Context: an optimization exercise on an open-source flow, tuned for small area. The choices shown serve that exercise and are no tape-out recipe. Only simulation tests tie the RTL to the original design; equivalence was not proved. Power figures rest on the tool's default switching activity, not on a simulated workload.

## clutchcamassy
module clutchcamassy(clk, rst, clch_latch, power, cont_angle, clch_angle, rc1, rc2, rc3, rc4, rc5, rc6, rc7, rc8, rc9, rc12, rl1, rl2, rl3, rl10, sccb);
Size in the first run: roughly 210 cells after synthesis, roughly 83 I/O pins, roughly 0.0013 mm2 of cells after synthesis.
Settings: LEC_CHECK=0, ABC_AREA=1, CAP_MARGIN=20, CORE_MARGIN=2, CORE_UTILIZATION=40, CTS_BUF_LIST=sky130_fd_sc_hd__clkbuf_2 sky130_fd_sc_hd__clkbuf_4, SLEW_MARGIN=20; clock period 35.0 ns.
standard.sh (not shown) runs the stock make flow with config.mk's settings and CLKGATE_MAP_FILE= SYNTH_SCRIPT=/design/flow/synth_recipe.tcl, a recipe that flattens the netlist after the stock synthesis.
==> flow/flow/run.sh <==
#!/bin/bash
# Own layout flow: the standard flow, with three changes that cut cell area.
#  1. After the standard synthesis, the combinational cells between the flip-flops are re-mapped
#     by Yosys/ABC for area (flow/reopt.tcl with flow/remap.abc). Every flip-flop keeps its cell
#     and its name.
#  2. Port buffers are buf_1 (BUFFER_PORTS_ARGS), not the larger cell buffer_ports picks itself.
#  3. The constant-0 outputs share one tie cell (SKIP_REPAIR_TIE_FANOUT) instead of one each.
# Each tool's full output goes to a log file in this folder.
set -euo pipefail
here=$(pwd)
res=$here/orfs/results/$FLOW_PLATFORM/clutchcamassy/base
YOSYS=${YOSYS_EXE:-$FLOW_HOME/../tools/install/yosys/bin/yosys}
[[ -x $YOSYS ]] || YOSYS=yosys

bash standard.sh synth > log_1_synth.txt 2>&1

cp $res/1_2_yosys.v $here/standard_synth.v
REOPT_IN=$here/standard_synth.v REOPT_OUT=$here/reopt.v REOPT_SCRIPT=$here/flow/remap.abc \
  $YOSYS -c $here/flow/reopt.tcl > log_2_reopt.txt 2>&1
cp $here/reopt.v $res/1_2_yosys.v
touch $res/1_2_yosys.v
rm -f $res/1_synth.odb $res/1_synth.sdc

export SKIP_REPAIR_TIE_FANOUT=1
export BUFFER_PORTS_ARGS="-buffer_cell sky130_fd_sc_hd__buf_1"
export CTS_ARGS="-repair_clock_nets -buf_list sky130_fd_sc_hd__clkbuf_2 -dont_use_dummy_load"
bash standard.sh > log_3_layout.txt 2>&1
Other scripts of this flow, unchanged in this note and not shown: flow/flow/remap.abc, flow/flow/reopt.tcl
Rerun with:
--- a/flow/flow/run.sh
+++ b/flow/flow/run.sh
@@ -26 +25,0 @@
-export CTS_ARGS="-repair_clock_nets -buf_list sky130_fd_sc_hd__clkbuf_2 -dont_use_dummy_load"
--- a/flow/config.mk
+++ b/flow/config.mk
@@ -12 +12,3 @@
-export CTS_BUF_LIST = sky130_fd_sc_hd__clkbuf_2 sky130_fd_sc_hd__clkbuf_4
+export CTS_BUF_LIST = sky130_fd_sc_hd__clkbuf_2
+export CTS_CLUSTER_DIAMETER = 200
+export CTS_CLUSTER_SIZE = 20
Effect: The new run ran to the end with no violations; fmax barely changes; utilization came out higher by 0.15 points; worst hold slack stays flat; routed wire length hardly moves; global-route usage stays the same; power grows by 4.0%; design area went up by 0.42%; sequential power is about the same; setup slack is better by 23 ps.

========
Setup of build 97:
clutchcamassy again, from the RTL that the note above started with.
==> flow/config.mk <==
export PLATFORM = sky130hd
export DESIGN_NAME = clutchcamassy
export DESIGN_NICKNAME = clutchcamassy
export VERILOG_FILES = /design/flow/design.v
export SDC_FILE = /design/flow/constraint.sdc
export NUM_CORES = 4
export LEC_CHECK = 0
export ABC_AREA = 1
export CAP_MARGIN = 20
export CORE_MARGIN = 2
export CORE_UTILIZATION = 40
export CTS_BUF_LIST = sky130_fd_sc_hd__clkbuf_2 sky130_fd_sc_hd__clkbuf_4
export SLEW_MARGIN = 20
==> flow/constraint.sdc <==
create_clock -name core_clock -period 35.0 [get_ports {clk}]
set_input_delay 7.0000 -clock core_clock [delete_from_list [all_inputs] [get_ports {clk}]]
set_output_delay 7.0000 -clock core_clock [all_outputs]
set_load 0.01 [all_outputs]
==> flow/flow/run.sh <==
#!/bin/bash
# Own layout flow: the standard flow, with three changes that cut cell area.
#  1. After the standard synthesis, the combinational cells between the flip-flops are re-mapped
#     by Yosys/ABC for area (flow/reopt.tcl with flow/remap.abc). Every flip-flop keeps its cell
#     and its name.
#  2. Port buffers are buf_1 (BUFFER_PORTS_ARGS), not the larger cell buffer_ports picks itself.
#  3. The constant-0 outputs share one tie cell (SKIP_REPAIR_TIE_FANOUT) instead of one each.
# Each tool's full output goes to a log file in this folder.
set -euo pipefail
here=$(pwd)
res=$here/orfs/results/$FLOW_PLATFORM/clutchcamassy/base
YOSYS=${YOSYS_EXE:-$FLOW_HOME/../tools/install/yosys/bin/yosys}
[[ -x $YOSYS ]] || YOSYS=yosys

bash standard.sh synth > log_1_synth.txt 2>&1

cp $res/1_2_yosys.v $here/standard_synth.v
REOPT_IN=$here/standard_synth.v REOPT_OUT=$here/reopt.v REOPT_SCRIPT=$here/flow/remap.abc \
  $YOSYS -c $here/flow/reopt.tcl > log_2_reopt.txt 2>&1
cp $here/reopt.v $res/1_2_yosys.v
touch $res/1_2_yosys.v
rm -f $res/1_synth.odb $res/1_synth.sdc

export SKIP_REPAIR_TIE_FANOUT=1
export BUFFER_PORTS_ARGS="-buffer_cell sky130_fd_sc_hd__buf_1"
bash standard.sh > log_3_layout.txt 2>&1
==> flow/flow/remap.abc <==
strash
dch -f
amap
topo
==> flow/flow/reopt.tcl <==
# Re-map the combinational cells of the standard synthesis netlist for area. Every flip-flop
# instance is kept as it is (same cell, same name); only the logic between them is re-mapped.
yosys -import
set lib $::env(FLOW_HOME)/platforms/sky130hd/lib/sky130_fd_sc_hd__tt_025C_1v80.lib
set in $::env(REOPT_IN)
set out $::env(REOPT_OUT)
set script $::env(REOPT_SCRIPT)
read_liberty -ignore_miss_func $lib
read_verilog $in
hierarchy -top $::env(FLOW_TOP)
setattr -mod -set keep_hierarchy 1 sky130_fd_sc_hd__df* sky130_fd_sc_hd__edf* sky130_fd_sc_hd__sdf*
flatten
opt_clean -purge
# keep the nets into the flip-flops' pins, so ABC treats them as outputs of the logic
yosys cd $::env(FLOW_TOP)
setattr -set keep 1 t:sky130_fd_sc_hd__df* %x:+\[D\] t:sky130_fd_sc_hd__df* %d
yosys cd
tee -o reopt_pre_stat.txt stat -liberty $lib
abc -liberty $lib -script $script $::env(FLOW_TOP)
opt_clean -purge
hilomap -singleton -hicell sky130_fd_sc_hd__conb_1 HI -locell sky130_fd_sc_hd__conb_1 LO
splitnets
opt_clean -purge
insbuf -buf sky130_fd_sc_hd__buf_4 A X
yosys rename -hide w:*.*
opt_clean -purge
tee -o reopt_stat.txt stat -liberty $lib
read_liberty -lib -overwrite $lib
check -assert
select $::env(FLOW_TOP)
write_verilog -noattr -nohex -nodec -selected $out
Build 97 | stages: all done | timing, DRC, antenna: all pass
--- input diff build 97..build 14 ---
diff --git a/flow/flow/run.sh b/flow/flow/run.sh
--- a/flow/flow/run.sh
+++ b/flow/flow/run.sh
@@ -25,0 +26 @@
+export CTS_ARGS="-sink_clustering_enable -sink_clustering_size 12 -sink_clustering_max_diameter 500 -sink_buffer_max_cap_derate 1.0 -repair_clock_nets -buf_list sky130_fd_sc_hd__clkbuf_2 -dont_use_dummy_load"
==> summary.txt <==
- From build 97 to build 14, die boundary height did not move at all.
- Number of global-route vias before repair shrinks slightly when moving from build 97 to build 14.
- Sequential cell fraction of total power: build 14 > build 97
- Build 97 and build 14 ended up with roughly the same combined global-route utilization of all metal layers.
- Comparing build 14 with build 97, the filler cell count came out essentially unchanged.
- Compared with build 97, routed wire length in build 14 decreased slightly.
- The proportion of power drawn by combinational gates reported for build 14 is greater than that of build 97 by 2.0 points.
- Build 97 → build 14: clock power share went down by 8.1 points, critical path data arrival time has remained practically unchanged.
[inputs] build 53 vs build 14
- CTS_BUF_LIST changed from sky130_fd_sc_hd__clkbuf_2 sky130_fd_sc_hd__clkbuf_4 to sky130_fd_sc_hd__clkbuf_4
- CTS_CLUSTER_SIZE newly set to 20
- CTS_CLUSTER_DIAMETER newly set to 200
diff --git a/flow/flow/run.sh b/flow/flow/run.sh
--- a/flow/flow/run.sh
+++ b/flow/flow/run.sh
@@ -26 +25,0 @@
-export CTS_ARGS="-sink_clustering_enable -sink_clustering_size 12 -sink_clustering_max_diameter 500 -sink_buffer_max_cap_derate 1.0 -repair_clock_nets -buf_list sky130_fd_sc_hd__clkbuf_2 -dont_use_dummy_load"
Findings:
- Any difference in pre-CTS worst setup slack between build 53 and build 14 is small enough to ignore.
- The higher final design instance area without fill came out of build 53.
- The maximum frequency of build 14 and that of build 53 are within noise of each other.
- Diff build 14 and build 53: proportion of power drawn by combinational gates lower in build 53
- Build 53 vs. build 14: clock skew now smaller; via count went up.
#### Input delta (build 43 over build 53)
- CTS_CLUSTER_DIAMETER: 200 -> unset
- CTS_BUF_LIST: sky130_fd_sc_hd__clkbuf_4 -> sky130_fd_sc_hd__clkbuf_2
- CTS_CLUSTER_SIZE: 20 -> unset
--- outcome ---
Between build 43 and build 53, clock power is higher for build 53, build 43 comes in under that.
Relative to build 53, build 43 degrades switching power summed over all nets.
Delta (build 43 minus build 53): least setup slack across all paths after layout higher, final design instance area without fill decreased about 0.8%.
Post-layout minimum cycle time: build 43 better than build 53
On register-to-register slack, build 53 tracks build 43 almost exactly.

[separate check: timing with driven ports]
Ports are ideal in the flow. The routed layouts listed here were re-timed in OpenROAD. Step 1 assumes that a clkbuf_16 drives the clock port and a buf_2 every other input. Step 2 times the ports against the registers' clock, not the clock port: input delays grow and output delays shrink by t, the midpoint of the rising clock arrivals with the driver on. a / b / c = ideal / step 1 / step 2; a / b = the first two.
run	shift t [ns]	setup WS [ns]	hold slack, ns	worst slew at a driven data input, ns	cell pins on the clock port's net
the first run of note 1	0.279	25.111 / 25.092 / 25.371	0.535 / 0.535 / 0.535	0.04	1
the second run of note 1	0.285	25.135 / 25.115 / 25.400	0.535 / 0.535 / 0.535	0.04	1
build 97	0.288	25.121 / 25.101 / 25.390	0.532 / 0.532 / 0.532	0.04	1
build 14	0.279	25.111 / 25.092 / 25.371	0.535 / 0.535 / 0.535	0.04	1
build 53	0.288	25.121 / 25.101 / 25.390	0.532 / 0.532 / 0.532	0.04	1
build 43	0.285	25.135 / 25.115 / 25.400	0.535 / 0.535 / 0.535	0.04	1
After both steps setup and hold are still met in every run listed.
